Context: an optimization exercise on an open-source flow, tuned for a short achievable clock period and few clock cycles. The choices shown serve that exercise and are no tape-out recipe.
Function was not checked in any run shown here: the RTL went through the layout flow alone.
Power figures rest on the tool's default switching activity, not on a simulated workload.

<file path="flow/config.mk">
export PLATFORM = sky130hd
export DESIGN_NAME = MultiCPU
export DESIGN_NICKNAME = MultiCPU
export VERILOG_FILES = /design/flow/design.v
export SDC_FILE = /design/flow/constraint.sdc
export NUM_CORES = 8
export LEC_CHECK = 0
export CAP_MARGIN = 30
export CELL_PAD_IN_SITES_DETAIL_PLACEMENT = 1
export CELL_PAD_IN_SITES_GLOBAL_PLACEMENT = 1
export CORE_MARGIN = 2
export CORE_UTILIZATION = 40
export SLEW_MARGIN = 30
export SYNTH_HIERARCHICAL = 1
export SYNTH_MINIMUM_KEEP_SIZE = 0
</file>
<file path="flow/constraint.sdc">
create_clock -name core_clock -period 13.0 [get_ports {clk}]
set_input_delay 2.6000 -clock core_clock [delete_from_list [all_inputs] [get_ports {clk}]]
set_output_delay 2.6000 -clock core_clock [all_outputs]
set_load 0.01 [all_outputs]
</file>
<file path="flow/design.v">
`timescale 1ns / 1ps
module CpuAdd #(parameter W = 32) (
    input  [W-1:0] a,
    input  [W-1:0] b,
    input          cin,
    output [W-1:0] s,
    output         cout
    );
    localparam L = $clog2(W);
    wire [W-1:0] p0 = a ^ b;
    wire [W-1:0] g0 = a & b;
    wire [(L+1)*W-1:0] G, P;
    assign G[W-1:0] = {g0[W-1:1], g0[0] | (p0[0] & cin)};
    assign P[W-1:0] = p0;
    genvar k, i;
    generate
        for (k = 0; k < L; k = k + 1) begin : lvl
            for (i = 0; i < W; i = i + 1) begin : bt
                if (i >= (1 << k)) begin : comb
                    assign G[(k+1)*W + i] = G[k*W + i] | (P[k*W + i] & G[k*W + i - (1 << k)]);
                    assign P[(k+1)*W + i] = P[k*W + i] & P[k*W + i - (1 << k)];
                end else begin : ps
                    assign G[(k+1)*W + i] = G[k*W + i];
                    assign P[(k+1)*W + i] = P[k*W + i];
                end
            end
        end
    endgenerate
    wire [W-1:0] c = {G[L*W +: W-1], cin};      
    assign s    = p0 ^ c;
    assign cout = G[L*W + W-1];
endmodule
`timescale 1ns / 1ps
module CpuAlu(
    input  [31:0] A,
    input  [31:0] B,
    input  [31:0] imm,           
    input  [4:0]  sh,            
    input         big,           
    input         oAdd, oSub, oAnd, oOr, oXor, oNor, oSlt, oSltu, oSll, oSr, oSra, oImm,
    output [31:0] res,
    output [31:0] sum
    );
    wire [31:0] dif;
    wire        cs, cd;
    CpuAdd #(32) addS(.a(A), .b(B),  .cin(1'b0), .s(sum), .cout(cs));
    CpuAdd #(32) addD(.a(A), .b(~B), .cin(1'b1), .s(dif), .cout(cd));
    wire        ltu  = ~cd;
    wire        lts  = (A[31] ^ B[31]) ? A[31] : dif[31];
    wire [31:0] shl  = big ? 32'd0 : (A << sh);
    wire        fill = oSra & A[31];
    wire [63:0] srw  = {{32{fill}}, A} >> sh;
    wire [31:0] shr  = big ? {32{fill}} : srw[31:0];
    assign res = ({32{oAdd}} & sum) | ({32{oSub}} & dif) |
                 ({32{oAnd}} & (A & B)) | ({32{oOr}} & (A | B)) |
                 ({32{oXor}} & (A ^ B)) | ({32{oNor}} & ~(A | B)) |
                 {31'd0, (oSlt & lts) | (oSltu & ltu)} |
                 ({32{oSll}} & shl) | ({32{oSr}} & shr) |
                 ({32{oImm}} & imm);
endmodule
`timescale 1ns / 1ps
module CpuRd(
    input  [32*32-1:0] rf,       
    input  [4:0]       r,
    input  [31:1]      oh,       
    input  [4:0]       rdW0,
    input  [31:0]      resW0,
    input  [4:0]       rdW1,
    input  [31:0]      resW1,
    output [31:0]      v
    );
    reg [31:0] acc;
    integer k;
    always @(*) begin
        acc = 32'd0;
        for (k = 1; k < 32; k = k + 1)
            acc = acc | ({32{oh[k]}} & rf[k*32 +: 32]);
    end
    wire w1 = (rdW1 != 5'd0) && (rdW1 == r);
    wire w0 = (rdW0 != 5'd0) && (rdW0 == r) && !w1;
    assign v = ({32{w1}} & resW1) | ({32{w0}} & resW0) | ({32{!w1 && !w0}} & acc);
endmodule
`timescale 1ns / 1ps
module CpuDec(
    input  [31:0] ir,
    output [4:0]  rs,
    output [4:0]  rt,
    output [4:0]  dst,           
    output        usesRs,
    output        usesRt,
    output        isLd,
    output        isSt,
    output        isJr,          
    output        isJ,           
    output        isBeq,
    output        isBne,
    output        isBgez,
    output        isBr,          
    output        isCtl,         
    output        isSh,          
    output        isIalu,
    output        isLui,
    output        oImm,          
    output [31:0] simm,
    output [2:0]  ctl,           
    output [5:0]  fk,            
    output        oAdd, oSub, oAnd, oOr, oXor, oNor, oSlt, oSltu, oSll, oSr, oSra
    );
    wire [5:0] op = ir[31:26];
    wire [5:0] fn = ir[5:0];
    assign rs   = ir[25:21];
    assign rt   = ir[20:16];
    assign simm = {{16{ir[15]}}, ir[15:0]};
    wire isR    = (op == 6'h00);
    assign isJr   = isR && (fn[5:1] == 5'b00100);
    wire   isJalr = isR && (fn == 6'h09);
    assign isSh   = isR && ((fn == 6'h00) || (fn == 6'h02) || (fn == 6'h03));
    wire   isRalu = isR && !isJr;
    assign isIalu = (op == 6'h08) || (op == 6'h0A) || (op == 6'h0B) ||
                    (op == 6'h0C) || (op == 6'h0D) || (op == 6'h0E);
    assign isLui  = (op == 6'h0F);
    assign isLd   = (op[5:3] == 3'b100);
    assign isSt   = (op[5:3] == 3'b101);
    assign isBeq  = (op == 6'h04);
    assign isBne  = (op == 6'h05);
    assign isBgez = (op == 6'h01);
    wire   isJ0   = (op == 6'h02);
    wire   isJal  = (op == 6'h03);
    assign isJ    = isJ0 | isJal;
    assign isBr   = isBeq | isBne | isBgez;
    assign isCtl  = isBr | isJ | isJr;
    assign oImm   = isLui | isJal | isJalr | isBgez;
    assign dst = isRalu ? ir[15:11] :
                 (isIalu | isLui | isLd) ? rt :
                 (isJal | isJalr | isBgez) ? 5'd31 : 5'd0;
    assign usesRs = !(isLui | isJ);
    assign usesRt = (isRalu && !isSh) | isBeq | isBne | isSt | isJr;
    reg [2:0] c;
    always @(*) begin
        case (op[2:0])
            3'b011: c = 3'b000;      
            3'b010: c = 3'b001;      
            3'b001: c = 3'b111;      
            3'b000: c = 3'b110;      
            3'b101: c = 3'b101;      
            3'b100: c = 3'b100;      
            default: c = 3'b000;
        endcase
    end
    assign ctl = c;
    reg a, s, n, o, x, nr, lt, ltu, sl, sr, sra;
    always @(*) begin
        {a, s, n, o, x, nr, lt, ltu, sl, sr, sra} = 11'b0;
        if (isRalu) begin
            case (fn)
                6'h22: s = 1'b1;
                6'h24: n = 1'b1;
                6'h25: o = 1'b1;
                6'h26: x = 1'b1;
                6'h27: nr = 1'b1;
                6'h2A: lt = 1'b1;
                6'h2B: ltu = 1'b1;
                6'h04, 6'h00: sl = 1'b1;
                6'h06, 6'h02: sr = 1'b1;
                6'h07, 6'h03: begin sr = 1'b1; sra = 1'b1; end
                default: a = 1'b1;
            endcase
        end else if (isIalu) begin
            case (op)
                6'h0A: lt = 1'b1;
                6'h0B: ltu = 1'b1;
                6'h0C: n = 1'b1;
                6'h0D: o = 1'b1;
                6'h0E: x = 1'b1;
                default: a = 1'b1;
            endcase
        end
    end
    assign fk = {s | x, a & isIalu, n, isSh, o, 1'b0};
    assign {oAdd, oSub, oAnd, oOr, oXor, oNor, oSlt, oSltu, oSll, oSr, oSra} =
           {a, s, n, o, x, nr, lt, ltu, sl, sr, sra};
endmodule
`timescale 1ns / 1ps
module MultiCPU(
    input clk,
    input reset,
    input [31:0] Data_in,
    output mem_w,
    output [2:0] RAMCtrl,
    output [31:0] Data_out,
    output [31:0] Addr_out
    );
    localparam LB = 5;               
    localparam NB = 1 << LB;         
    localparam TW = 10 - LB;         
    localparam LIM = 40;             
    integer i, e;
    reg  [31:0] pcF;
    reg  [10:0] fa;                  
    reg         mpend;
    reg  [31:0] mpc;
    reg         memE;                
    reg  [31:0] aout;
    reg  [2:0]  ctlE;
    reg         v0, v1;
    reg  [31:0] ir0, ir1, pc0, pc1, pn0, pn1;
    reg  [31:1] os0, ot0, os1, ot1;   
    reg  [4:0]  rdE0, rdE1;
    reg  [31:0] opA0, opB0, imE0, opA1, opB1, imE1;
    reg         fA0w0, fA0w1, fB0w0, fB0w1, fA1w0, fA1w1, fB1w0, fB1w1;
    reg         fA0r, fB0r, fA1r, fB1r;   
    reg  [4:0]  shE0, shE1;          
    reg         bgE0, bgE1;
    reg         fS0w0, fS0w1, fS1w0, fS1w1;
    reg  [11:0] fnE0, fnE1;          
    reg         ldE0, ldE1, stE0, stE1;
    reg  [31:0] opD0, opD1;          
    reg         fD0w0, fD0w1, fD1w0, fD1w1;
    reg  [2:0]  ctlS;                
    reg         stW;                 
    reg  [31:0] dataW;
    reg         jrw;
    reg  [31:0] jrX, jrY;
    reg         bEq, bNe, bGez, bAlw, bJr, cslot;
    reg         bSh;                 
    reg         bNv;                 
    reg         vE1;                 
    reg         nc;                  
    reg  [31:0] tgtE, fallE, pnE;
    reg  [10:0] pidxE;               
    reg         fusE;
    reg  [5:0]  kE;
    reg  [31:0] kq;
    reg  [4:0]  rdW0, rdW1;
    reg  [31:0] resW0, resW1;
    reg  [32*32-1:0] rf;             
    reg         rstq;
    reg  [NB-1:0]    cv0, cv1;
    reg  [TW*NB-1:0] cg0, cg1;       
    reg  [32*NB-1:0] cd0, cd1;
    localparam NE = 8;
    reg  [NE-1:0]    bv;
    reg  [11*NE-1:0] bpc, btg;
    reg  [11*NE-1:0] bpm;            
    reg  [2*NE-1:0]  bct;
    reg  [2:0]       brr;            
    reg         fv;
    reg  [10:0] fad;
    reg  [31:0] fdat;
    wire [10:0] iF   = pcF[11:1];
    wire [LB-1:0] x1 = iF[LB:1];
    wire [LB-1:0] x0 = iF[LB:1] + iF[0];
    wire [31:0] pc2F = pcF + 32'd2;
    wire [31:0] pc4F = pcF + 32'd4;
    wire [TW-1:0] tg2 = iF[10:LB+1] + {{(TW-1){1'b0}}, &iF[LB:0]};   
    wire        rv0 = cv0[x0];
    wire [TW-1:0] rg0 = cg0[x0*TW +: TW];
    wire [31:0] rd0 = cd0[x0*32 +: 32];
    wire        rv1 = cv1[x1];
    wire [TW-1:0] rg1 = cg1[x1*TW +: TW];
    wire [31:0] rd1 = cd1[x1*32 +: 32];
    wire        sw   = iF[0];
    wire        ev0  = sw ? rv1 : rv0;
    wire [TW-1:0] eg0 = sw ? rg1 : rg0;
    wire [31:0] ed0  = sw ? rd1 : rd0;
    wire        ev1  = sw ? rv0 : rv1;
    wire [TW-1:0] eg1 = sw ? rg0 : rg1;
    wire [31:0] ed1  = sw ? rd0 : rd1;
    wire        hit0 = ev0 && (eg0 == iF[10:LB+1]);
    wire        hit1 = ev1 && (eg1 == tg2);
    wire        byp  = !memE && (fa == iF);
    wire        fv0  = (hit0 | byp) & !mpend;
    wire [31:0] fi0  = byp ? Data_in : ed0;
    reg  [31:1] ofs0, oft0, ofs1, oft1;
    always @(*) begin
        for (e = 1; e < 32; e = e + 1) begin
            ofs0[e] = (fi0[25:21] == e);
            oft0[e] = (fi0[20:16] == e);
            ofs1[e] = (ed1[25:21] == e);
            oft1[e] = (ed1[20:16] == e);
        end
    end
    reg         pt0, pt1;
    reg  [10:0] et0, et1;
    always @(*) begin
        pt0 = 1'b0; pt1 = 1'b0; et0 = 11'd0; et1 = 11'd0;
        for (e = 0; e < NE; e = e + 1) begin
            if (bv[e] && bpc[e*11 +: 11] == iF) begin
                pt0 = pt0 | bct[e*2+1];
                et0 = et0 | btg[e*11 +: 11];
            end
            if (bv[e] && bpm[e*11 +: 11] == iF) begin
                pt1 = pt1 | bct[e*2+1];
                et1 = et1 | btg[e*11 +: 11];
            end
        end
    end
    wire        fv1  = fv0 & !pt0 & hit1 & !byp;
    wire [31:0] pnF0 = pt0 ? {pcF[31:12], et0, 1'b0} : pc2F;
    wire [31:0] pnF1 = pt1 ? {pc2F[31:12], et1, 1'b0} : pc4F;
    wire        fpres = fa[0] ? (cv1[fa[LB:1]] && (cg1[fa[LB:1]*TW +: TW] == fa[10:LB+1]))
                              : (cv0[fa[LB:1]] && (cg0[fa[LB:1]*TW +: TW] == fa[10:LB+1]));
    wire        fillEn = !memE && !fpres;
    wire [4:0]  rsa, rta, dsa, rsb, rtb, dsb;
    wire        uRsa, uRta, ldA, stA, jrA, jA, beqA, bneA, bgzA, brA, ctA, shA, iaA, luA, imA;
    wire        uRsb, uRtb, ldB, stB, jrB, jB, beqB, bneB, bgzB, brB, ctB, shB, iaB, luB, imB;
    wire [31:0] simA, simB;
    wire [2:0]  mcA, mcB;
    wire [10:0] fnA, fnB;
    wire [5:0]  fkA, fkB;
    CpuDec decA(.ir(ir0), .rs(rsa), .rt(rta), .dst(dsa), .usesRs(uRsa), .usesRt(uRta),
                .isLd(ldA), .isSt(stA), .isJr(jrA), .isJ(jA), .isBeq(beqA), .isBne(bneA),
                .isBgez(bgzA), .isBr(brA), .isCtl(ctA), .isSh(shA), .isIalu(iaA), .isLui(luA),
                .oImm(imA), .simm(simA), .ctl(mcA), .fk(fkA),
                .oAdd(fnA[10]), .oSub(fnA[9]), .oAnd(fnA[8]), .oOr(fnA[7]), .oXor(fnA[6]),
                .oNor(fnA[5]), .oSlt(fnA[4]), .oSltu(fnA[3]), .oSll(fnA[2]), .oSr(fnA[1]),
                .oSra(fnA[0]));
    CpuDec decB(.ir(ir1), .rs(rsb), .rt(rtb), .dst(dsb), .usesRs(uRsb), .usesRt(uRtb),
                .isLd(ldB), .isSt(stB), .isJr(jrB), .isJ(jB), .isBeq(beqB), .isBne(bneB),
                .isBgez(bgzB), .isBr(brB), .isCtl(ctB), .isSh(shB), .isIalu(iaB), .isLui(luB),
                .oImm(imB), .simm(simB), .ctl(mcB), .fk(fkB),
                .oAdd(fnB[10]), .oSub(fnB[9]), .oAnd(fnB[8]), .oOr(fnB[7]), .oXor(fnB[6]),
                .oNor(fnB[5]), .oSlt(fnB[4]), .oSltu(fnB[3]), .oSll(fnB[2]), .oSr(fnB[1]),
                .oSra(fnB[0]));
    wire [31:0] rsVa, rtVa, rsVb, rtVb;
    CpuRd rpa(.rf(rf), .r(rsa), .oh(os0), .rdW0(rdW0), .resW0(resW0), .rdW1(rdW1), .resW1(resW1), .v(rsVa));
    CpuRd rpb(.rf(rf), .r(rta), .oh(ot0), .rdW0(rdW0), .resW0(resW0), .rdW1(rdW1), .resW1(resW1), .v(rtVa));
    CpuRd rpc(.rf(rf), .r(rsb), .oh(os1), .rdW0(rdW0), .resW0(resW0), .rdW1(rdW1), .resW1(resW1), .v(rsVb));
    CpuRd rpd(.rf(rf), .r(rtb), .oh(ot1), .rdW0(rdW0), .resW0(resW0), .rdW1(rdW1), .resW1(resW1), .v(rtVb));
    wire hE0sa = (rdE0 != 5'd0) && (rdE0 == rsa);
    wire hE1sa = (rdE1 != 5'd0) && (rdE1 == rsa);
    wire hE0ta = (rdE0 != 5'd0) && (rdE0 == rta);
    wire hE1ta = (rdE1 != 5'd0) && (rdE1 == rta);
    wire hE0sb = (rdE0 != 5'd0) && (rdE0 == rsb);
    wire hE1sb = (rdE1 != 5'd0) && (rdE1 == rsb);
    wire hE0tb = (rdE0 != 5'd0) && (rdE0 == rtb);
    wire hE1tb = (rdE1 != 5'd0) && (rdE1 == rtb);
    wire stInE = stE0 | stE1;
    wire agiA = ((ldA | jrA) && (hE0sa || hE1sa || (jrA && (hE0ta || hE1ta)))) || (ldA && stInE);
    wire agiB = ((ldB | jrB) && (hE0sb || hE1sb || (jrB && (hE0tb || hE1tb)))) || (ldB && stInE);
    wire slowA = jrA && (rta != 5'd0);       
    wire slowB = jrB && (rtb != 5'd0);
    wire memA = ldA | stA;
    wire memB = ldB | stB;
    wire vsA = (fnA[2] | fnA[1]) & !shA;     
    wire vsB = (fnB[2] | fnB[1]) & !shB;
    wire rawBA = (dsa != 5'd0) && ((uRsb && rsb == dsa) || (uRtb && rtb == dsa));
    wire fuseB = (beqB | bneB) && (dsa != 5'd0) && (|fkA) &&
                 ((rsb == dsa && rtb == 5'd0) || (rtb == dsa && rsb == 5'd0));
    wire iss0 = v0 && !agiA && !(slowA && !jrw);
    wire iss1 = iss0 && v1 && !agiB && !slowB && (!rawBA || fuseB) &&
                !(memA && memB && !(ldA && stB)) && !(ctA && ctB);
    wire [31:0] pc2a, pc2b, btgA, btgB, jrS;
    wire [11:0] ldAdA, ldAdB;
    wire        c1, c2, c3, c4, c5, c6, c7;
    CpuAdd #(12) agA(.a(rsVa[11:0]), .b(simA[11:0]), .cin(1'b0), .s(ldAdA), .cout(c1));
    CpuAdd #(12) agB(.a(rsVb[11:0]), .b(simB[11:0]), .cin(1'b0), .s(ldAdB), .cout(c2));
    CpuAdd #(32) agJ(.a(jrX), .b(jrY), .cin(1'b0), .s(jrS), .cout(c7));
    CpuAdd #(32) inA(.a(pc0), .b(32'd2), .cin(1'b0), .s(pc2a), .cout(c3));
    CpuAdd #(32) inB(.a(pc1), .b(32'd2), .cin(1'b0), .s(pc2b), .cout(c4));
    CpuAdd #(32) btA(.a({pc0[31:1], 1'b1}), .b({simA[30:0], 1'b1}), .cin(1'b0), .s(btgA), .cout(c5));
    CpuAdd #(32) btB(.a({pc1[31:1], 1'b1}), .b({simB[30:0], 1'b1}), .cin(1'b0), .s(btgB), .cout(c6));
    wire [31:0] tgtA  = jA ? {pc2a[31:27], ir0[25:0], 1'b0} : brA ? btgA : jrw ? jrS : rsVa;
    wire [31:0] tgtB  = jB ? {pc2b[31:27], ir1[25:0], 1'b0} : brB ? btgB : rsVb;
    wire [31:0] A0 = ({32{fA0w1}} & resW1) | ({32{fA0w0}} & resW0) | ({32{fA0r}} & opA0);
    wire [31:0] B0 = ({32{fB0w1}} & resW1) | ({32{fB0w0}} & resW0) | ({32{fB0r}} & opB0);
    wire [31:0] A1 = ({32{fA1w1}} & resW1) | ({32{fA1w0}} & resW0) | ({32{fA1r}} & opA1);
    wire [31:0] B1 = ({32{fB1w1}} & resW1) | ({32{fB1w0}} & resW0) | ({32{fB1r}} & opB1);
    wire [31:0] alu0, alu1, sum0, sum1;
    wire [4:0]  sh0 = fS0w1 ? resW1[4:0] : fS0w0 ? resW0[4:0] : shE0;
    wire [4:0]  sh1 = fS1w1 ? resW1[4:0] : fS1w0 ? resW0[4:0] : shE1;
    wire        bg0 = fS0w1 ? |resW1[31:5] : fS0w0 ? |resW0[31:5] : bgE0;
    wire        bg1 = fS1w1 ? |resW1[31:5] : fS1w0 ? |resW0[31:5] : bgE1;
    CpuAlu alA(.A(A0), .B(B0), .imm(imE0), .sh(sh0), .big(bg0),
               .oAdd(fnE0[11]), .oSub(fnE0[10]), .oAnd(fnE0[9]), .oOr(fnE0[8]), .oXor(fnE0[7]),
               .oNor(fnE0[6]), .oSlt(fnE0[5]), .oSltu(fnE0[4]), .oSll(fnE0[3]), .oSr(fnE0[2]),
               .oSra(fnE0[1]), .oImm(fnE0[0]), .res(alu0), .sum(sum0));
    CpuAlu alB(.A(A1), .B(B1), .imm(imE1), .sh(sh1), .big(bg1),
               .oAdd(fnE1[11]), .oSub(fnE1[10]), .oAnd(fnE1[9]), .oOr(fnE1[8]), .oXor(fnE1[7]),
               .oNor(fnE1[6]), .oSlt(fnE1[5]), .oSltu(fnE1[4]), .oSll(fnE1[3]), .oSr(fnE1[2]),
               .oSra(fnE1[1]), .oImm(fnE1[0]), .res(alu1), .sum(sum1));
    wire [31:0] resE0 = ldE0 ? Data_in : alu0;
    wire [31:0] resE1 = ldE1 ? Data_in : alu1;
    wire [31:0] D0    = fD0w1 ? resW1 : fD0w0 ? resW0 : opD0;
    wire [31:0] D1    = fD1w1 ? resW1 : fD1w0 ? resW0 : opD1;
    wire        condF = (kE[5] & (A0 == B0)) | (kE[4] & (A0 == kq)) |
                        (kE[3] & ((A0 & B0) == 32'd0)) | (kE[2] & ((A0 & kq) == 32'd0)) |
                        (kE[1] & ((A0 | B0) == 32'd0));
    wire        eqC   = fusE ? condF : cslot ? (A1 == B1) : (A0 == B0);
    wire        sgC   = cslot ? A1[31] : A0[31];
    wire        taken = bAlw | (bEq & eqC) | (bNe & ~eqC) | (bGez & ~sgC);
    wire        vC    = bEq | bNe | bGez | bAlw | bNv;
    wire        eqT   = (tgtE == pnE);
    wire        eqF   = (fallE == pnE);
    wire        shAct = bSh & eqF & (cslot | ~vE1);
    wire        misp  = vC & (taken ? (~eqT & ~shAct) : ~eqF);
    wire        shTk  = shAct & taken;
    wire        null0 = shTk | nc;                    
    wire [31:0] redir = taken ? tgtE : fallE;
    wire        kill1 = misp & ~cslot;
    reg         updEn, updAlw, updTk;
    reg  [10:0] updIdx, updTgt;
    reg  [NE-1:0] um;
    reg  [1:0]  uct;
    always @(*) begin
        uct = 2'b00;
        for (e = 0; e < NE; e = e + 1) begin
            um[e] = bv[e] && (bpc[e*11 +: 11] == updIdx);
            if (um[e]) uct = uct | bct[e*2 +: 2];
        end
    end
    wire        uhit = |um;
    wire [1:0]  unew = updAlw ? 2'b11 :
                       updTk ? ((uct == 2'b11) ? 2'b11 : uct + 2'd1) :
                               ((uct == 2'b00) ? 2'b00 : uct - 2'd1);
    wire keep2  = v0 && !iss0 && v1;         
    wire keepS0 = v0 && !iss0 && !v1;        
    wire shift1 = iss0 && !iss1 && v1;       
    wire r1     = keepS0 | shift1;
    wire r0     = !keep2 && !r1;
    wire e0     = r0 || r1;
    wire e1     = r0 && !byp && !pt0;
    wire [31:0] pcSpec = e1 ? pnF1 : e0 ? pnF0 : pcF;
    wire mev    = !mpend && ((e0 && !(hit0 | byp)) || (e1 && !hit1));
    wire [31:0] pcFix  = (hit0 | byp) ? pc2F : pcF;
    wire [10:0] fan = mpend ? fa :
                      (!hit0 && !byp) ? iF :
                      (e1 && !hit1) ? pc2F[11:1] :
                      (!memE && ((fa - iF) < LIM)) ? fa + 11'd1 : fa;
    wire        selLd  = (iss0 && ldA) || (iss1 && ldB);
    wire        selCtl = (iss0 && ctA) || (iss1 && ctB);
    wire        cA     = iss0 && ctA;        
    wire        go0    = iss0 && !misp && !null0;
    wire        go1    = iss1 && !misp;
    wire        goC    = selCtl && !misp && !(cA && null0);
    always @(posedge clk or posedge reset) begin
        if (reset) begin
            pcF  <= 32'd0;
            fa   <= 11'd0;
            fv   <= 1'b0;
            mpend <= 1'b0;
            mpc  <= 32'd0;
            memE <= 1'b0;
            aout <= 32'd0;
            ctlE <= 3'b000;
            stW  <= 1'b0;
            jrw  <= 1'b0;
            v0   <= 1'b0;
            v1   <= 1'b0;
            rdE0 <= 5'd0;
            rdE1 <= 5'd0;
            ldE0 <= 1'b0;
            ldE1 <= 1'b0;
            stE0 <= 1'b0;
            stE1 <= 1'b0;
            bEq <= 1'b0; bNe <= 1'b0; bGez <= 1'b0; bAlw <= 1'b0; bJr <= 1'b0;
            bNv <= 1'b0; vE1 <= 1'b0; nc <= 1'b0;
            updEn <= 1'b0;
            bv    <= {NE{1'b0}};
            brr   <= 3'd0;
            rdW0 <= 5'd0;
            rdW1 <= 5'd0;
            cv0  <= {NB{1'b0}};
            cv1  <= {NB{1'b0}};
        end else begin
            if (misp) begin
                pcF <= redir;
                v0  <= 1'b0;
                v1  <= 1'b0;
            end else begin
                pcF <= mpend ? mpc : pcSpec;
                v0 <= keep2 | r1 | fv0;
                v1 <= keep2 | (r1 ? fv0 : fv1);
            end
            mpend <= !misp && mev;
            mpc   <= pcFix;
            fa   <= fan;
            memE <= stInE | selLd;
            aout <= stE0 ? sum0 : stE1 ? sum1 :
                    selLd ? {20'd0, (iss0 && ldA) ? ldAdA : ldAdB} : {20'd0, fan, 1'b0};
            ctlE <= stInE ? ctlS : selLd ? ((iss0 && ldA) ? mcA : mcB) : 3'b000;
            stW  <= stE0 | (stE1 & ~kill1);
            jrw  <= !misp && v0 && slowA && !agiA && !jrw;
            fv   <= fillEn;
            if (fv) begin
                if (fad[0]) cv1[fad[LB:1]] <= 1'b1;
                else        cv0[fad[LB:1]] <= 1'b1;
            end
            rdE0 <= go0 ? dsa : 5'd0;
            rdE1 <= go1 ? dsb : 5'd0;
            ldE0 <= go0 & ldA;
            ldE1 <= go1 & ldB;
            stE0 <= go0 & stA;
            stE1 <= go1 & stB;
            bEq  <= goC & (cA ? beqA : beqB);
            bNe  <= goC & (cA ? bneA : bneB);
            bGez <= goC & (cA ? bgzA : bgzB);
            bAlw <= goC & (cA ? (jA | jrA) : (jB | jrB));
            bJr  <= goC & (cA ? jrA : jrB);
            bNv  <= iss0 && !misp && cA && null0;
            vE1  <= go1;
            nc   <= !misp && null0 && !iss0;
            updEn <= (bEq | bNe | bGez | bAlw) & ~shAct;
            if (updEn && !uhit && updTk) begin
                bv[brr] <= 1'b1;
                brr <= brr + 3'd1;
            end
            rdW0 <= rdE0;
            rdW1 <= kill1 ? 5'd0 : rdE1;
        end
    end
    always @(posedge clk) begin
        rstq <= reset;
        if (rstq)
            rf <= {32*32{1'b0}};
        else
            for (i = 1; i < 32; i = i + 1) begin
                if (rdW1 == i)      rf[i*32 +: 32] <= resW1;
                else if (rdW0 == i) rf[i*32 +: 32] <= resW0;
            end
    end
    always @(posedge clk) begin
        if (r0) begin
            ir0 <= fi0;  pc0 <= pcF;  pn0 <= pnF0; os0 <= ofs0; ot0 <= oft0;
            ir1 <= ed1;  pc1 <= pc2F; pn1 <= pnF1; os1 <= ofs1; ot1 <= oft1;
        end else if (r1) begin
            if (shift1) begin
                ir0 <= ir1; pc0 <= pc1; pn0 <= pn1; os0 <= os1; ot0 <= ot1;
            end
            ir1 <= fi0;  pc1 <= pcF;  pn1 <= pnF0; os1 <= ofs0; ot1 <= oft0;
        end
        opA0 <= rsVa;
        opB0 <= shA ? {27'd0, ir0[10:6]} : (iaA | stA) ? simA : rtVa;
        opD0 <= rtVa;
        fD0w1 <= hE1ta;
        fD0w0 <= hE0ta && !hE1ta;
        imE0 <= luA ? {ir0[15:0], 16'd0} : pc2a;
        fA0w1 <= hE1sa;
        fA0w0 <= hE0sa && !hE1sa;
        fA0r  <= !hE0sa && !hE1sa;
        fB0w1 <= hE1ta && !(shA | iaA | stA);
        fB0w0 <= hE0ta && !hE1ta && !(shA | iaA | stA);
        fB0r  <= !(hE0ta || hE1ta) || (shA | iaA | stA);
        shE0  <= shA ? ir0[10:6] : rtVa[4:0];
        bgE0  <= !shA && (|rtVa[31:5]);
        fS0w1 <= hE1ta && vsA;
        fS0w0 <= hE0ta && !hE1ta && vsA;
        fnE0 <= {fnA, imA};
        opA1 <= rsVb;
        opB1 <= shB ? {27'd0, ir1[10:6]} : (iaB | stB) ? simB : rtVb;
        opD1 <= rtVb;
        fD1w1 <= hE1tb;
        fD1w0 <= hE0tb && !hE1tb;
        ctlS <= (iss0 && stA) ? mcA : mcB;
        if (v0 && slowA && !jrw) begin
            jrX <= rsVa;
            jrY <= rtVa;
        end
        imE1 <= luB ? {ir1[15:0], 16'd0} : pc2b;
        fA1w1 <= hE1sb;
        fA1w0 <= hE0sb && !hE1sb;
        fA1r  <= !hE0sb && !hE1sb;
        fB1w1 <= hE1tb && !(shB | iaB | stB);
        fB1w0 <= hE0tb && !hE1tb && !(shB | iaB | stB);
        fB1r  <= !(hE0tb || hE1tb) || (shB | iaB | stB);
        shE1  <= shB ? ir1[10:6] : rtVb[4:0];
        bgE1  <= !shB && (|rtVb[31:5]);
        fS1w1 <= hE1tb && vsB;
        fS1w0 <= hE0tb && !hE1tb && vsB;
        fnE1 <= {fnB, imB};
        dataW <= stE0 ? D0 : D1;
        cslot <= !cA;
        fusE  <= !cA && fuseB && !null0;
        bSh   <= cA ? (brA && ir0[15:0] == 16'd1) : (brB && ir1[15:0] == 16'd1);
        kE    <= fkA;
        kq    <= fkA[4] ? (32'd0 - simA) : fnA[2] ? (32'hFFFFFFFF >> ir0[10:6]) : (32'hFFFFFFFF << ir0[10:6]);
        tgtE  <= cA ? tgtA : tgtB;
        fallE <= cA ? pc2a : pc2b;
        pnE   <= cA ? pn0 : pn1;
        pidxE <= cA ? pc0[11:1] : pc1[11:1];
        resW0 <= resE0;
        resW1 <= resE1;
        for (i = 0; i < NE; i = i + 1) begin
            if (updEn && uhit && um[i]) begin
                bct[i*2 +: 2] <= unew;
                if (updTk) btg[i*11 +: 11] <= updTgt;
            end else if (updEn && !uhit && updTk && brr == i) begin
                bpc[i*11 +: 11] <= updIdx;
                bpm[i*11 +: 11] <= updIdx - 11'd1;
                btg[i*11 +: 11] <= updTgt;
                bct[i*2 +: 2]   <= updAlw ? 2'b11 : 2'b10;
            end
        end
        updAlw <= bAlw;
        updTk  <= taken;
        updIdx <= pidxE;
        updTgt <= tgtE[11:1];
        fad  <= fa;
        fdat <= Data_in;
        for (i = 0; i < NB; i = i + 1) begin
            if (fv && fad[0] == 1'b0 && fad[LB:1] == i) begin
                cd0[i*32 +: 32] <= fdat;
                cg0[i*TW +: TW] <= fad[10:LB+1];
            end
            if (fv && fad[0] == 1'b1 && fad[LB:1] == i) begin
                cd1[i*32 +: 32] <= fdat;
                cg1[i*TW +: TW] <= fad[10:LB+1];
            end
        end
    end
    assign Addr_out = aout;
    assign RAMCtrl  = ctlE;
    assign mem_w    = stW;
    assign Data_out = dataW;
endmodule
</file>
<file path="flow/flow/run.sh">
#!/bin/bash
set -euo pipefail
cd "$(dirname "$0")/.."
MARGIN=$(cat flow/setup_margin.txt)
bash standard.sh SETUP_SLACK_MARGIN=$MARGIN finish > flow_make.log 2>&1
</file>
<file path="flow/flow/setup_margin.txt">
8.0
</file>
<file path="flow/standard.sh">
#!/bin/bash
# synth_recipe.tcl (not shown) runs the flow's synth.tcl, then flattens the netlist and writes it again
# the make line also repeats each setting of config.mk as NAME=value (left out here)
make -C /OpenROAD-flow-scripts/flow DESIGN_CONFIG=/design/flow/config.mk WORK_HOME=/design/flow/orfs CLKGATE_MAP_FILE= SYNTH_SCRIPT=/design/flow/synth_recipe.tcl "${@:-finish}"
</file>
==> flow_summary.ini, run 1 <==
[status]
outcome = timing/DRC/antenna clean

[pwr]
power_uw = 68500
power_frac_comb = 0.463
clockPowerShare = 0.238
p_int_uw = 37800
p_leak_uw = 0.110
p_sw_frac = 0.449
seq_power_share = 0.299
switchingPower_uw = 30800
power_density_nw_per_um2 = 227
peakVddDrop_mv = 0.241

[cts]
htreeDepth = 6
cts_tree = yes
clockRootBuffer = clkbuf_16
worstSkewPairLatency_ps = 1160
cts.sinks = 4870
numCtsBuffers = 564
path_clk_slew_ps = 60
clock_path_buffers = 4

[logic_synthesis]
synth.cell_area_um2 = 261000
synth.avg_cell_area_um2 = 11.4
synth_warnings = 9
syn-instance-count = 23000

[detailed_routing]
vias_per_cell = 7.07
drt_pass1_iterations = 17
drc = 0
drt_wl_total_um = 1400000
wire_per_inst_um = 43.4
final_antenna_net_count = 0
vias = 228000
drt_iter0_drc = 38800

[critical_path]
critical_path.cell_chain = buf_6 -> a222oi_1 -> nand4_1 -> nor4_4 -> o31ai_1 -> buf_4 -> ha_4 -> nand2_1 -> nand4b_1 -> o21ai_0 -> a211oi_1 -> o311ai_2 -> a222oi_1 -> nor2_1 -> a221o_1
crit_top_cell = a222oi_1
worstSetupEndpointType = register
crit_fanout = 32
reg2reg_setup_slack_ps = 7550
slowest_stage = nand4_1
crit_buf_inv = 2
rr_startpoint = os0[25]
crit_family = compound AO/OA/AOI/OAI gates
critPathKind = register to register
worstPathRequired_ps = 14010
arrival_ps = 6450
reg2reg_depth = 15
r2r-end = aout[9]
cp_slowest_stage_delay_ps = 820
critPathLaunchType = register

[die]
start_util = 0.402
rows = 296
dieArea_um2 = 660000
die_w_um = 812
die_y_um = 812
design.core.area_um2 = 650000
design.portCount = 102

[global_route]
grt_pass1_wl_um = 1870000
grt_antenna_before_repair = 165
grt_usage = 0.406
overflow = 0
grt_pass1_vias = 217000
grt_max_degree = 192

[timing]
hold_viol = 0
timing.final.crit_share = 0.419
clock_skew_ps = 78.4
finalMaxSlewViolations = 0
min_period_ps = 5450
max_clock_freq_mhz = 184
fin_tns_setup_ps = 0
relSlewSlack = 0.148
tightestPinTransition_ps = 1270
rsz0062_at_grt = yes
finalSetupViolCount = 0

[min_path]
hp-class = register to register
hp-start = pidxE[6]
hold_path_end = updIdx[6]
hold_depth = 0

[placement]
port_buffers = 101
gp_congestion = 1.03
place_hpwl_um = 908000

[finish]
syn2layout_area_growth_pct = 15.3
nets = 23600
drive_above_1_share = 0.179

[job]
drv_cap = 0
## how the worst max path moves through the flow
stage,start,end,slack [ps],depth (start not counted)
global placement,resW1[30],pcF[13],5890,14
finish,os0[25],aout[9],7550,15
CTS,fB1w1,resW1[10],7870,17
floorplan,reset,aout[0],7480,1
global route,fA1w1,resW1[10],7730,17
detailed placement,resW1[30],pcF[13],5750,14
## power groups by stage
stage	Combinational [uW]	Clock (uW)	Sequential [uW]
after floorplan	16700	0	19600
after global placement	27900	0	20800
after detailed placement	28200	0	20800
after CTS	29700	16400	20400
after global routing	32200	16900	20500
final	31700	16300	20500
## timing repair
action,in CTS,in global routing
hold buffers,0,0
gates resized for setup,526,418
setup endpoints to repair,600,296
buffers inserted,173,153
cloned,25,10
pin swaps,170,198
## metal layers
metal	vias to the layer above	wire [um]	global-route usage
met1	117000	547000	0.534
met3	4217	170000	0.141
met5	-	1460	0.00920
met2	16100	566000	0.567
met4	85	110000	0.258
li1	89700	-	-
## area by class of cell
cell class | instances | area [um^2]
diodes | 126 | 315
clock buffers | 760 | 15600
clock inverters | 250 | 2880
fillers | 67500 | 349000
inverters | 416 | 1670
multi-input cells | 15700 | 127000
flip-flops and latches | 4870 | 129000
well taps | 8642 | 10800
repair buffers | 1406 | 13700
repair inverters | 1 | 5.00
## registers in the layout (all words and copies together) (netlist names), 88 cells and up
name / cells
cg0: 160
bpc: 88
btg: 88
bpm: 88
cd0: 1024
rf: 992
cd1: 1024
cg1: 160
## cell usage in the layout, fill, tap and decap left out, types with 460 or more instances in the layout
cell       count
edfxtp_1    3028
a22oi_1     1130
nor2_1      1771
o21ai_0      460
dfxtp_1     1503
nand2_1     1712
a211oi_1    1117
buf_4       1019
nand4_1      573
ha_1         501
mux2i_1     1492
a21oi_1      662
mux4_2       866
clkbuf_16    576
xnor2_1      593
## metrics by stage
step | area [um^2] | util | hold slack, ps | cells | setup WS, ps
after floorplan | 262000 | - | 310 | 23000 | 7480
after global placement | 273000 | 0.421 | 311 | 30600 | 5890
after CTS | 297000 | 0.457 | 318 | 31900 | 7870
after global routing | 301000 | 0.463 | 328 | 32100 | 7730
final | 301000 | 0.463 | 323 | 32200 | 7550
after detailed placement | 274000 | 0.422 | 314 | 30700 | 5750
==> run 2: changes to the inputs <==
--- a/flow/design.v
+++ b/flow/design.v
@@ -1,50 +1,43 @@
 `timescale 1ns / 1ps
-module CpuAdd #(parameter W = 32) (
-    input  [W-1:0] a,
-    input  [W-1:0] b,
-    input          cin,
-    output [W-1:0] s,
-    output         cout
+module CpuInc(
+    input  [31:0] pc,
+    output [31:0] p2,
+    output [31:0] p4
     );
-    localparam L = $clog2(W);
-    wire [W-1:0] p0 = a ^ b;
-    wire [W-1:0] g0 = a & b;
-    wire [(L+1)*W-1:0] G, P;
-    assign G[W-1:0] = {g0[W-1:1], g0[0] | (p0[0] & cin)};
-    assign P[W-1:0] = p0;
-    genvar k, i;
-    generate
-        for (k = 0; k < L; k = k + 1) begin : lvl
-            for (i = 0; i < W; i = i + 1) begin : bt
-                if (i >= (1 << k)) begin : comb
-                    assign G[(k+1)*W + i] = G[k*W + i] | (P[k*W + i] & G[k*W + i - (1 << k)]);
-                    assign P[(k+1)*W + i] = P[k*W + i] & P[k*W + i - (1 << k)];
-                end else begin : ps
-                    assign G[(k+1)*W + i] = G[k*W + i];
-                    assign P[(k+1)*W + i] = P[k*W + i];
-                end
-            end
-        end
-    endgenerate
-    wire [W-1:0] c = {G[L*W +: W-1], cin};      
-    assign s    = p0 ^ c;
-    assign cout = G[L*W + W-1];
+    assign p2 = pc + 32'd2;
+    assign p4 = pc + 32'd4;
 endmodule
 `timescale 1ns / 1ps
-module CpuAlu(
-    input  [31:0] A,
-    input  [31:0] B,
+module CpuExe(
+    input  [31:0] opA,           
+    input  [31:0] opB,
+    input  [31:0] resW0,         
+    input  [31:0] resW1,
+    input         fAw1, fAw0, fAr,   
+    input         fBw1, fBw0, fBr,
+    input  [4:0]  shE,           
+    input         bgE,
+    input         fSw1, fSw0,    
     input  [31:0] imm,           
-    input  [4:0]  sh,            
-    input         big,           
     input         oAdd, oSub, oAnd, oOr, oXor, oNor, oSlt, oSltu, oSll, oSr, oSra, oImm,
+    input         ld,            
+    input  [31:0] Data_in,
+    input  [5:0]  k,             
+    input  [31:0] kq,
     output [31:0] res,
-    output [31:0] sum
+    output [31:0] resR,          
+    output [31:0] resS,
+    output [31:0] sum,           
+    output        eq,            
+    output        sgn,           
+    output        condF          
     );
-    wire [31:0] dif;
-    wire        cs, cd;
-    CpuAdd #(32) addS(.a(A), .b(B),  .cin(1'b0), .s(sum), .cout(cs));
-    CpuAdd #(32) addD(.a(A), .b(~B), .cin(1'b1), .s(dif), .cout(cd));
-    wire        ltu  = ~cd;
+    wire [31:0] A = fAw1 ? resW1 : fAw0 ? resW0 : opA;
+    wire [31:0] B = fBw1 ? resW1 : fBw0 ? resW0 : opB;
+    wire [4:0]  sh  = fSw1 ? resW1[4:0] : fSw0 ? resW0[4:0] : shE;
+    wire        big = fSw1 ? |resW1[31:5] : fSw0 ? |resW0[31:5] : bgE;
+    assign sum = A + B;
+    wire [32:0] dif = {1'b0, A} - {1'b0, B};
+    wire        ltu  = dif[32];
     wire        lts  = (A[31] ^ B[31]) ? A[31] : dif[31];
     wire [31:0] shl  = big ? 32'd0 : (A << sh);
@@ -52,10 +45,18 @@
     wire [63:0] srw  = {{32{fill}}, A} >> sh;
     wire [31:0] shr  = big ? {32{fill}} : srw[31:0];
-    assign res = ({32{oAdd}} & sum) | ({32{oSub}} & dif) |
-                 ({32{oAnd}} & (A & B)) | ({32{oOr}} & (A | B)) |
-                 ({32{oXor}} & (A ^ B)) | ({32{oNor}} & ~(A | B)) |
-                 {31'd0, (oSlt & lts) | (oSltu & ltu)} |
-                 ({32{oSll}} & shl) | ({32{oSr}} & shr) |
-                 ({32{oImm}} & imm);
+    wire [31:0] alu = ({32{oAdd}} & sum) | ({32{oSub}} & dif[31:0]) |
+                      ({32{oAnd}} & (A & B)) | ({32{oOr}} & (A | B)) |
+                      ({32{oXor}} & (A ^ B)) | ({32{oNor}} & ~(A | B)) |
+                      {31'd0, (oSlt & lts) | (oSltu & ltu)} |
+                      ({32{oSll}} & shl) | ({32{oSr}} & shr) |
+                      ({32{oImm}} & imm);
+    assign res  = alu | ({32{ld}} & Data_in);
+    assign resR = alu | ({32{ld}} & Data_in);
+    assign resS = alu | ({32{ld}} & Data_in);
+    assign eq    = (A == B);
+    assign sgn   = A[31];
+    assign condF = (k[5] & (A == B)) | (k[4] & (A == kq)) |
+                   (k[3] & ((A & B) == 32'd0)) | (k[2] & ((A & kq) == 32'd0)) |
+                   (k[1] & ((A | B) == 32'd0));
 endmodule
 `timescale 1ns / 1ps
@@ -63,5 +64,5 @@
     input  [32*32-1:0] rf,       
     input  [4:0]       r,
-    input  [31:1]      oh,       
+    input  [31:1]      oh,
     input  [4:0]       rdW0,
     input  [31:0]      resW0,
@@ -79,5 +80,32 @@
     wire w1 = (rdW1 != 5'd0) && (rdW1 == r);
     wire w0 = (rdW0 != 5'd0) && (rdW0 == r) && !w1;
-    assign v = ({32{w1}} & resW1) | ({32{w0}} & resW0) | ({32{!w1 && !w0}} & acc);
+    assign v = w1 ? resW1 : w0 ? resW0 : acc;
+endmodule
+module CpuAgu(
+    input  [32*32-1:0] rf,
+    input  [4:0]       r,
+    input  [31:1]      oh,
+    input  [4:0]       rdW0,
+    input  [31:0]      resW0,
+    input  [4:0]       rdW1,
+    input  [31:0]      resW1,
+    input  [11:0]      off,
+    output [31:0]      v,
+    output [11:0]      ad
+    );
+    reg [31:0] acc;
+    integer k;
+    always @(*) begin
+        acc = 32'd0;
+        for (k = 1; k < 32; k = k + 1)
+            acc = acc | ({32{oh[k]}} & rf[k*32 +: 32]);
+    end
+    wire w1 = (rdW1 != 5'd0) && (rdW1 == r);
+    wire w0 = (rdW0 != 5'd0) && (rdW0 == r) && !w1;
+    assign v  = w1 ? resW1 : w0 ? resW0 : acc;
+    wire [11:0] ad1 = resW1[11:0] + off;
+    wire [11:0] ad0 = resW0[11:0] + off;
+    wire [11:0] adr = acc[11:0] + off;
+    assign ad = w1 ? ad1 : w0 ? ad0 : adr;
 endmodule
 `timescale 1ns / 1ps
@@ -223,7 +251,7 @@
     reg  [31:0] jrX, jrY;
     reg         bEq, bNe, bGez, bAlw, bJr, cslot;
-    reg         bSh;                 
     reg         bNv;                 
     reg         vE1;                 
+    reg         tZ, tN, mZ, mN, sZ, sN, skE;
     reg         nc;                  
     reg  [31:0] tgtE, fallE, pnE;
@@ -234,5 +262,9 @@
     reg  [4:0]  rdW0, rdW1;
     reg  [31:0] resW0, resW1;
+    reg  [4:0]  rdR0, rdR1, rdS0, rdS1;
+    reg  [31:0] resR0, resR1, resS0, resS1;
+    wire [31:0] resER0, resER1, resES0, resES1;
     reg  [32*32-1:0] rf;             
+    reg  [32*32-1:0] rg;
     reg         rstq;
     reg  [NB-1:0]    cv0, cv1;
@@ -251,6 +283,6 @@
     wire [LB-1:0] x1 = iF[LB:1];
     wire [LB-1:0] x0 = iF[LB:1] + iF[0];
-    wire [31:0] pc2F = pcF + 32'd2;
-    wire [31:0] pc4F = pcF + 32'd4;
+    wire [31:0] pc2F, pc4F;
+    CpuInc incF(.pc(pcF), .p2(pc2F), .p4(pc4F));
     wire [TW-1:0] tg2 = iF[10:LB+1] + {{(TW-1){1'b0}}, &iF[LB:0]};   
     wire        rv0 = cv0[x0];
@@ -324,8 +356,11 @@
                 .oSra(fnB[0]));
     wire [31:0] rsVa, rtVa, rsVb, rtVb;
-    CpuRd rpa(.rf(rf), .r(rsa), .oh(os0), .rdW0(rdW0), .resW0(resW0), .rdW1(rdW1), .resW1(resW1), .v(rsVa));
+    wire [11:0] ldAdA, ldAdB;
+    CpuAgu rpa(.rf(rf), .r(rsa), .oh(os0), .rdW0(rdW0), .resW0(resW0), .rdW1(rdW1), .resW1(resW1),
+               .off(simA[11:0]), .v(rsVa), .ad(ldAdA));
     CpuRd rpb(.rf(rf), .r(rta), .oh(ot0), .rdW0(rdW0), .resW0(resW0), .rdW1(rdW1), .resW1(resW1), .v(rtVa));
-    CpuRd rpc(.rf(rf), .r(rsb), .oh(os1), .rdW0(rdW0), .resW0(resW0), .rdW1(rdW1), .resW1(resW1), .v(rsVb));
-    CpuRd rpd(.rf(rf), .r(rtb), .oh(ot1), .rdW0(rdW0), .resW0(resW0), .rdW1(rdW1), .resW1(resW1), .v(rtVb));
+    CpuAgu rpc(.rf(rg), .r(rsb), .oh(os1), .rdW0(rdW0), .resW0(resW0), .rdW1(rdW1), .resW1(resW1),
+               .off(simB[11:0]), .v(rsVb), .ad(ldAdB));
+    CpuRd rpd(.rf(rg), .r(rtb), .oh(ot1), .rdW0(rdW0), .resW0(resW0), .rdW1(rdW1), .resW1(resW1), .v(rtVb));
     wire hE0sa = (rdE0 != 5'd0) && (rdE0 == rsa);
     wire hE1sa = (rdE1 != 5'd0) && (rdE1 == rsa);
@@ -351,49 +386,36 @@
     wire iss1 = iss0 && v1 && !agiB && !slowB && (!rawBA || fuseB) &&
                 !(memA && memB && !(ldA && stB)) && !(ctA && ctB);
-    wire [31:0] pc2a, pc2b, btgA, btgB, jrS;
-    wire [11:0] ldAdA, ldAdB;
-    wire        c1, c2, c3, c4, c5, c6, c7;
-    CpuAdd #(12) agA(.a(rsVa[11:0]), .b(simA[11:0]), .cin(1'b0), .s(ldAdA), .cout(c1));
-    CpuAdd #(12) agB(.a(rsVb[11:0]), .b(simB[11:0]), .cin(1'b0), .s(ldAdB), .cout(c2));
-    CpuAdd #(32) agJ(.a(jrX), .b(jrY), .cin(1'b0), .s(jrS), .cout(c7));
-    CpuAdd #(32) inA(.a(pc0), .b(32'd2), .cin(1'b0), .s(pc2a), .cout(c3));
-    CpuAdd #(32) inB(.a(pc1), .b(32'd2), .cin(1'b0), .s(pc2b), .cout(c4));
-    CpuAdd #(32) btA(.a({pc0[31:1], 1'b1}), .b({simA[30:0], 1'b1}), .cin(1'b0), .s(btgA), .cout(c5));
-    CpuAdd #(32) btB(.a({pc1[31:1], 1'b1}), .b({simB[30:0], 1'b1}), .cin(1'b0), .s(btgB), .cout(c6));
+    wire [31:0] jrS  = jrX + jrY;
+    wire [31:0] pc2a = pc0 + 32'd2;
+    wire [31:0] pc2b = pc1 + 32'd2;
+    wire [31:0] btgA = {pc0[31:1], 1'b1} + {simA[30:0], 1'b1};    
+    wire [31:0] btgB = {pc1[31:1], 1'b1} + {simB[30:0], 1'b1};
     wire [31:0] tgtA  = jA ? {pc2a[31:27], ir0[25:0], 1'b0} : brA ? btgA : jrw ? jrS : rsVa;
     wire [31:0] tgtB  = jB ? {pc2b[31:27], ir1[25:0], 1'b0} : brB ? btgB : rsVb;
-    wire [31:0] A0 = ({32{fA0w1}} & resW1) | ({32{fA0w0}} & resW0) | ({32{fA0r}} & opA0);
-    wire [31:0] B0 = ({32{fB0w1}} & resW1) | ({32{fB0w0}} & resW0) | ({32{fB0r}} & opB0);
-    wire [31:0] A1 = ({32{fA1w1}} & resW1) | ({32{fA1w0}} & resW0) | ({32{fA1r}} & opA1);
-    wire [31:0] B1 = ({32{fB1w1}} & resW1) | ({32{fB1w0}} & resW0) | ({32{fB1r}} & opB1);
-    wire [31:0] alu0, alu1, sum0, sum1;
-    wire [4:0]  sh0 = fS0w1 ? resW1[4:0] : fS0w0 ? resW0[4:0] : shE0;
-    wire [4:0]  sh1 = fS1w1 ? resW1[4:0] : fS1w0 ? resW0[4:0] : shE1;
-    wire        bg0 = fS0w1 ? |resW1[31:5] : fS0w0 ? |resW0[31:5] : bgE0;
-    wire        bg1 = fS1w1 ? |resW1[31:5] : fS1w0 ? |resW0[31:5] : bgE1;
-    CpuAlu alA(.A(A0), .B(B0), .imm(imE0), .sh(sh0), .big(bg0),
+    wire [31:0] resE0, resE1, sum0, sum1;
+    wire        eq0, eq1, sg0, sg1, condF, cf1;
+    CpuExe ex0(.opA(opA0), .opB(opB0), .resW0(resW0), .resW1(resW1),
+               .fAw1(fA0w1), .fAw0(fA0w0), .fAr(fA0r), .fBw1(fB0w1), .fBw0(fB0w0), .fBr(fB0r),
+               .shE(shE0), .bgE(bgE0), .fSw1(fS0w1), .fSw0(fS0w0), .imm(imE0),
                .oAdd(fnE0[11]), .oSub(fnE0[10]), .oAnd(fnE0[9]), .oOr(fnE0[8]), .oXor(fnE0[7]),
                .oNor(fnE0[6]), .oSlt(fnE0[5]), .oSltu(fnE0[4]), .oSll(fnE0[3]), .oSr(fnE0[2]),
-               .oSra(fnE0[1]), .oImm(fnE0[0]), .res(alu0), .sum(sum0));
-    CpuAlu alB(.A(A1), .B(B1), .imm(imE1), .sh(sh1), .big(bg1),
+               .oSra(fnE0[1]), .oImm(fnE0[0]), .ld(ldE0), .Data_in(Data_in), .k(kE), .kq(kq),
+               .res(resE0), .resR(resER0), .resS(resES0), .sum(sum0), .eq(eq0), .sgn(sg0), .condF(condF));
+    CpuExe ex1(.opA(opA1), .opB(opB1), .resW0(resW0), .resW1(resW1),
+               .fAw1(fA1w1), .fAw0(fA1w0), .fAr(fA1r), .fBw1(fB1w1), .fBw0(fB1w0), .fBr(fB1r),
+               .shE(shE1), .bgE(bgE1), .fSw1(fS1w1), .fSw0(fS1w0), .imm(imE1),
                .oAdd(fnE1[11]), .oSub(fnE1[10]), .oAnd(fnE1[9]), .oOr(fnE1[8]), .oXor(fnE1[7]),
                .oNor(fnE1[6]), .oSlt(fnE1[5]), .oSltu(fnE1[4]), .oSll(fnE1[3]), .oSr(fnE1[2]),
-               .oSra(fnE1[1]), .oImm(fnE1[0]), .res(alu1), .sum(sum1));
-    wire [31:0] resE0 = ldE0 ? Data_in : alu0;
-    wire [31:0] resE1 = ldE1 ? Data_in : alu1;
+               .oSra(fnE1[1]), .oImm(fnE1[0]), .ld(ldE1), .Data_in(Data_in), .k(6'd0), .kq(32'd0),
+               .res(resE1), .resR(resER1), .resS(resES1), .sum(sum1), .eq(eq1), .sgn(sg1), .condF(cf1));
     wire [31:0] D0    = fD0w1 ? resW1 : fD0w0 ? resW0 : opD0;
     wire [31:0] D1    = fD1w1 ? resW1 : fD1w0 ? resW0 : opD1;
-    wire        condF = (kE[5] & (A0 == B0)) | (kE[4] & (A0 == kq)) |
-                        (kE[3] & ((A0 & B0) == 32'd0)) | (kE[2] & ((A0 & kq) == 32'd0)) |
-                        (kE[1] & ((A0 | B0) == 32'd0));
-    wire        eqC   = fusE ? condF : cslot ? (A1 == B1) : (A0 == B0);
-    wire        sgC   = cslot ? A1[31] : A0[31];
-    wire        taken = bAlw | (bEq & eqC) | (bNe & ~eqC) | (bGez & ~sgC);
-    wire        vC    = bEq | bNe | bGez | bAlw | bNv;
-    wire        eqT   = (tgtE == pnE);
-    wire        eqF   = (fallE == pnE);
-    wire        shAct = bSh & eqF & (cslot | ~vE1);
-    wire        misp  = vC & (taken ? (~eqT & ~shAct) : ~eqF);
-    wire        shTk  = shAct & taken;
+    wire        eqC   = fusE ? condF : cslot ? eq1 : eq0;
+    wire        sgC   = cslot ? sg1 : sg0;
+    wire        cnd   = bGez ? ~sgC : eqC;
+    wire        taken = cnd ? tZ : tN;
+    wire        misp  = bJr ? (tgtE != pnE) : cnd ? mZ : mN;
+    wire        shTk  = cnd ? sZ : sN;
+    wire        shAct = skE;
     wire        null0 = shTk | nc;                    
     wire [31:0] redir = taken ? tgtE : fallE;
@@ -414,4 +436,16 @@
                        updTk ? ((uct == 2'b11) ? 2'b11 : uct + 2'd1) :
                                ((uct == 2'b00) ? 2'b00 : uct - 2'd1);
+    wire [31:0] tgtD  = cA ? tgtA : tgtB;
+    wire [31:0] pnD   = cA ? pn0 : pn1;
+    wire [31:0] fallD = cA ? pc2a : pc2b;
+    wire [31:0] tgtDn = cA ? (jA ? {pc2a[31:27], ir0[25:0], 1'b0} : btgA) :
+                             (jB ? {pc2b[31:27], ir1[25:0], 1'b0} : btgB);
+    wire        eqTd  = (tgtDn == pnD);
+    wire        eqFd  = (fallD == pnD);
+    wire        tZd   = cA ? (jA | jrA | beqA | bgzA) : (jB | jrB | beqB | bgzB);
+    wire        tNd   = cA ? (jA | jrA | bneA) : (jB | jrB | bneB);
+    wire        bShD  = cA ? (brA && ir0[15:0] == 16'd1) : (brB && ir1[15:0] == 16'd1);
+    wire        shD   = bShD & eqFd & (!cA | !iss1);
+    wire        bnvD  = iss0 && !misp && cA && null0;
     wire keep2  = v0 && !iss0 && v1;         
     wire keepS0 = v0 && !iss0 && !v1;        
@@ -429,4 +463,5 @@
                       (!memE && ((fa - iF) < LIM)) ? fa + 11'd1 : fa;
     wire        selLd  = (iss0 && ldA) || (iss1 && ldB);
+    wire        ldSp   = ((v0 && ldA) || (v1 && ldB)) && !stInE;
     wire        selCtl = (iss0 && ctA) || (iss1 && ctB);
     wire        cA     = iss0 && ctA;        
@@ -461,4 +496,8 @@
             rdW0 <= 5'd0;
             rdW1 <= 5'd0;
+            rdR0 <= 5'd0;
+            rdR1 <= 5'd0;
+            rdS0 <= 5'd0;
+            rdS1 <= 5'd0;
             cv0  <= {NB{1'b0}};
             cv1  <= {NB{1'b0}};
@@ -476,8 +515,8 @@
             mpc   <= pcFix;
             fa   <= fan;
-            memE <= stInE | selLd;
-            aout <= stE0 ? sum0 : stE1 ? sum1 :
-                    selLd ? {20'd0, (iss0 && ldA) ? ldAdA : ldAdB} : {20'd0, fan, 1'b0};
-            ctlE <= stInE ? ctlS : selLd ? ((iss0 && ldA) ? mcA : mcB) : 3'b000;
+            memE <= stInE | ldSp;
+            aout <= ldSp ? {20'd0, (v0 && ldA) ? ldAdA : ldAdB} :
+                    stE0 ? sum0 : stE1 ? sum1 : {20'd0, fan, 1'b0};
+            ctlE <= ldSp ? ((v0 && ldA) ? mcA : mcB) : stInE ? ctlS : 3'b000;
             stW  <= stE0 | (stE1 & ~kill1);
             jrw  <= !misp && v0 && slowA && !agiA && !jrw;
@@ -508,14 +547,21 @@
             rdW0 <= rdE0;
             rdW1 <= kill1 ? 5'd0 : rdE1;
+            rdR0 <= rdE0;
+            rdR1 <= kill1 ? 5'd0 : rdE1;
+            rdS0 <= rdE0;
+            rdS1 <= kill1 ? 5'd0 : rdE1;
         end
     end
     always @(posedge clk) begin
         rstq <= reset;
-        if (rstq)
+        if (rstq) begin
             rf <= {32*32{1'b0}};
-        else
+            rg <= {32*32{1'b0}};
+        end else
             for (i = 1; i < 32; i = i + 1) begin
-                if (rdW1 == i)      rf[i*32 +: 32] <= resW1;
-                else if (rdW0 == i) rf[i*32 +: 32] <= resW0;
+                if (rdR1 == i)      rf[i*32 +: 32] <= resR1;
+                else if (rdR0 == i) rf[i*32 +: 32] <= resR0;
+                if (rdS1 == i)      rg[i*32 +: 32] <= resS1;
+                else if (rdS0 == i) rg[i*32 +: 32] <= resS0;
             end
     end
@@ -572,5 +618,11 @@
         cslot <= !cA;
         fusE  <= !cA && fuseB && !null0;
-        bSh   <= cA ? (brA && ir0[15:0] == 16'd1) : (brB && ir1[15:0] == 16'd1);
+        tZ <= goC & (cA ? (jA | jrA | beqA | bgzA) : (jB | jrB | beqB | bgzB));
+        tN <= goC & (cA ? (jA | jrA | bneA) : (jB | jrB | bneB));
+        mZ <= bnvD ? ~eqFd : goC & (tZd ? ~eqTd & ~shD : ~eqFd);
+        mN <= bnvD ? ~eqFd : goC & (tNd ? ~eqTd & ~shD : ~eqFd);
+        sZ <= goC & shD & tZd;
+        sN <= goC & shD & tNd;
+        skE <= goC & shD;
         kE    <= fkA;
         kq    <= fkA[4] ? (32'd0 - simA) : fnA[2] ? (32'hFFFFFFFF >> ir0[10:6]) : (32'hFFFFFFFF << ir0[10:6]);
@@ -581,4 +633,8 @@
         resW0 <= resE0;
         resW1 <= resE1;
+        resR0 <= resER0;
+        resR1 <= resER1;
+        resS0 <= resES0;
+        resS1 <= resES1;
         for (i = 0; i < NE; i = i + 1) begin
             if (updEn && uhit && um[i]) begin
==> flow/flow/setup_margin.txt (replaced) <==
8.3
--- a/flow/config.mk
+++ b/flow/config.mk
@@ -11,4 +11,5 @@
 export CORE_MARGIN = 2
 export CORE_UTILIZATION = 40
+export PLACE_DENSITY = 0.55
 export SLEW_MARGIN = 30
 export SYNTH_HIERARCHICAL = 1
==> flow_summary.ini, run 2 <==
[status]
outcome = timing/DRC/antenna clean

[detailed_routing]
drc = 0
wire_per_inst_um = 47.7
drt_wl_total_um = 1860000
route.met3.wl_um = 185000
final_antenna_net_count = 0
drt_iter0_drc = 40300
vias_per_cell = 7.05
drt_pass1_iterations = 13
maxUsedRoutingLayer = met5
wl_met2_um = 797000
met1_length_um = 677000
vias = 275000

[global_route]
grt_antenna_before_repair = 264
grt_usage = 0.461
grt_pass1_wl_um = 2440000
overflow = 0
grt_max_degree = 186
grt_pass1_vias = 262000

[timing]
clock_skew_ps = 100
rsz0062_at_grt = yes
tightestPinTransition_ps = 1320
min_period_ps = 5090
timing.final.crit_share = 0.392
finalMaxSlewViolations = 0
fin_tns_setup_ps = 0
max_clock_freq_mhz = 196
relSlewSlack = 0.117
finalSetupViolCount = 0
hold_viol = 0

[job]
drv_cap = 0

[logic_synthesis]
syn-instance-count = 28000
synth.cell_area_um2 = 306000
synth.avg_cell_area_um2 = 11.0
synth_warnings = 10

[cts]
clock_path_buffers = 4
cts_tree = yes
htreeDepth = 6
clockRootBuffer = clkbuf_16
path_clk_slew_ps = 60
numCtsBuffers = 688
hold_buffers = 0
worstSkewPairLatency_ps = 1250
cts.sinks = 5991

[finish]
multi_input_area_um2 = 148000
seq_area_um2 = 152000
finish.instance_area_um2 = 358000
syn2layout_area_growth_pct = 16.8
reg_top3 = cd0 x1024, cd1 x1024
drive_above_1_share = 0.179
nets = 28200
fillers = 79600
final_common_cell = edfxtp_1
most-common-layout-cells = 3028 x edfxtp_1, 3015 x nor2_1, 2834 x mux2i_1, 2617 x dfxtp_1, 2067 x a211oi_1

[critical_path]
critical_path.cell_chain = buf_12 -> buf_12 -> mux2i_1 -> o21a_1 -> ha_4 -> nand4_1 -> or4_4 -> nor4_4 -> a41oi_2 -> nand3_2 -> a21oi_4 -> o21ai_4 -> mux2i_2 -> a21oi_4 -> buf_12 -> nor3_4 -> buf_6 -> buf_12 -> a31oi_1 -> a22o_1
reg2reg_setup_slack_ps = 7910
crit_fanout = 8
critPathKind = register to register
cp_slowest_stage_delay_ps = 640
critPathLaunchType = register
worstSetupEndpointType = register
slowest_stage = or4_4
worstPathRequired_ps = 14090
arrival_ps = 6180
crit_top_cell = buf_12

[placement]
placed_area_um2 = 321000
port_buffers = 101
gp_congestion = 1.03
place_hpwl_um = 1170000

[die]
dieArea_um2 = 773000
design.core.area_um2 = 764000
rows = 321
start_util = 0.401
design.portCount = 102
die_w_um = 879
die_y_um = 879

[min_path]
hp-class = register to register

[pwr]
power_uw = 81800
power_density_nw_per_um2 = 229
peakVddDrop_mv = 0.175
p_leak_uw = 0.132
run 2: cell types whose count changed in the layout (fill, tap and decap cells not counted), moves of 87 or more:
| cell | delta |
|---|---|
| ha_1 | -206 |
| nor2_1 | +1244 |
| diode_2 | +389 |
| o221ai_1 | +152 |
| buf_4 | +335 |
| nand2_1 | -246 |
| mux4_2 | -188 |
| a222oi_1 | -195 |
| clkbuf_16 | +150 |
| a211oi_1 | +950 |
| and3_1 | -87 |
| dfxtp_1 | +1114 |
| o22ai_1 | +96 |
| mux2i_1 | +1342 |
run 2: routing by layer:
metal | track usage | up-vias
met1 | 0.550 | 142000
met4 | 0.420 | 82
met2 | 0.677 | 19100
met3 | 0.126 | 6682
li1 | - | 107000
met5 | 0.00418 | -
run 2: area by class of cell:
type / count / area share
well taps: 10200 / 0.0356
inverters: 441 / 0.00487
diodes: 515 / 0.00360
clock buffers: 968 / 0.0546
repair buffers: 1908 / 0.0551
flip-flops and latches: 5991 / 0.424
multi-input cells: 18700 / 0.414
clock inverters: 296 / 0.00866
run 2: worst max-delay path: cells and delay by family, from the launching register on:
family	cells	cell delay [ps]
flops	1	440
mux	2	480
compound gates	7	1440
buf+inv	5	840
fa+ha+maj	1	220
simple gates	5	1490
run 2: final timing paths:
path | from | end | cells after the start
setup reg to reg | fB0w0 | pcF[20] | 20
min in group asynchronous | reset | mpc[31] | 3
setup / recovery | fB0w0 | pcF[20] | 20
hold / removal | pidxE[8] | updIdx[8] | 0
max in group asynchronous | reset | aout[10] | 4
hold reg to reg | pidxE[8] | updIdx[8] | 0
run 2: power breakdown:
| group | switching (uW) | leakage (uW) | total (uW) | internal (uW) |
|---|---|---|---|---|
| logic | 25000 | 0.0677 | 37400 | 12400 |
| registers | 2440 | 0.0533 | 24300 | 21900 |
| clock network | 8810 | 0.0110 | 20100 | 11300 |
run 2: timing repair:
action                                   CTS  global route
cloned                                    55            26
buffers inserted                         372           142
resized for setup                       1136           330
pin swaps                                175           135
endpoints found under the setup margin   832           510
run 2: metrics by stage:
stage | setup slack (ps) | std cells | util | hold WS, ps
2_1_floorplan | 7490 | 28000 | - | 310
3_5_place_dp | 5610 | 36600 | 0.420 | 316
5_1_grt | 7940 | 38800 | 0.468 | 335
6_report | 7910 | 39000 | 0.469 | 327
4_1_cts | 8050 | 38300 | 0.462 | 328
3_3_place_gp | 5650 | 36600 | 0.418 | 313

[port drivers added, routing unchanged]
The results above use ideal ports. As a check the final layouts listed here were re-extracted and re-timed, cells and wires unchanged. Step 1 (the two cells are an assumption about what drives the block):
set clk [get_ports {clk}]
set_driving_cell -lib_cell sky130_fd_sc_hd__clkbuf_16 $clk
set_driving_cell -lib_cell sky130_fd_sc_hd__buf_2 [delete_from_list [all_inputs] $clk]
Step 2 times the ports against the registers' clock, not the clock port: input delays grow and output delays shrink by t, the midpoint of the rising clock arrivals with the driver on. Slacks: ideal / step 1 / step 2; pairs: ideal / step 1.
| run | t (ns) | slack for setup (ns) | slew at the worst register clock pin (ns) | worst data-port slew with drivers (ns) |
|---|---|---|---|---|
| run 1 | 1.254 | 7.554 / 7.554 / 7.554 | 0.08 / 0.08 | 0.08 |
| run 2 | 1.366 | 7.910 / 7.910 / 7.068 | 0.09 / 0.09 | 0.06 |
After both steps setup and hold are still met in every run listed. The setup slack of run 2, which loses most, moves by 0.000 ns with the drivers and by -0.842 ns with both steps.
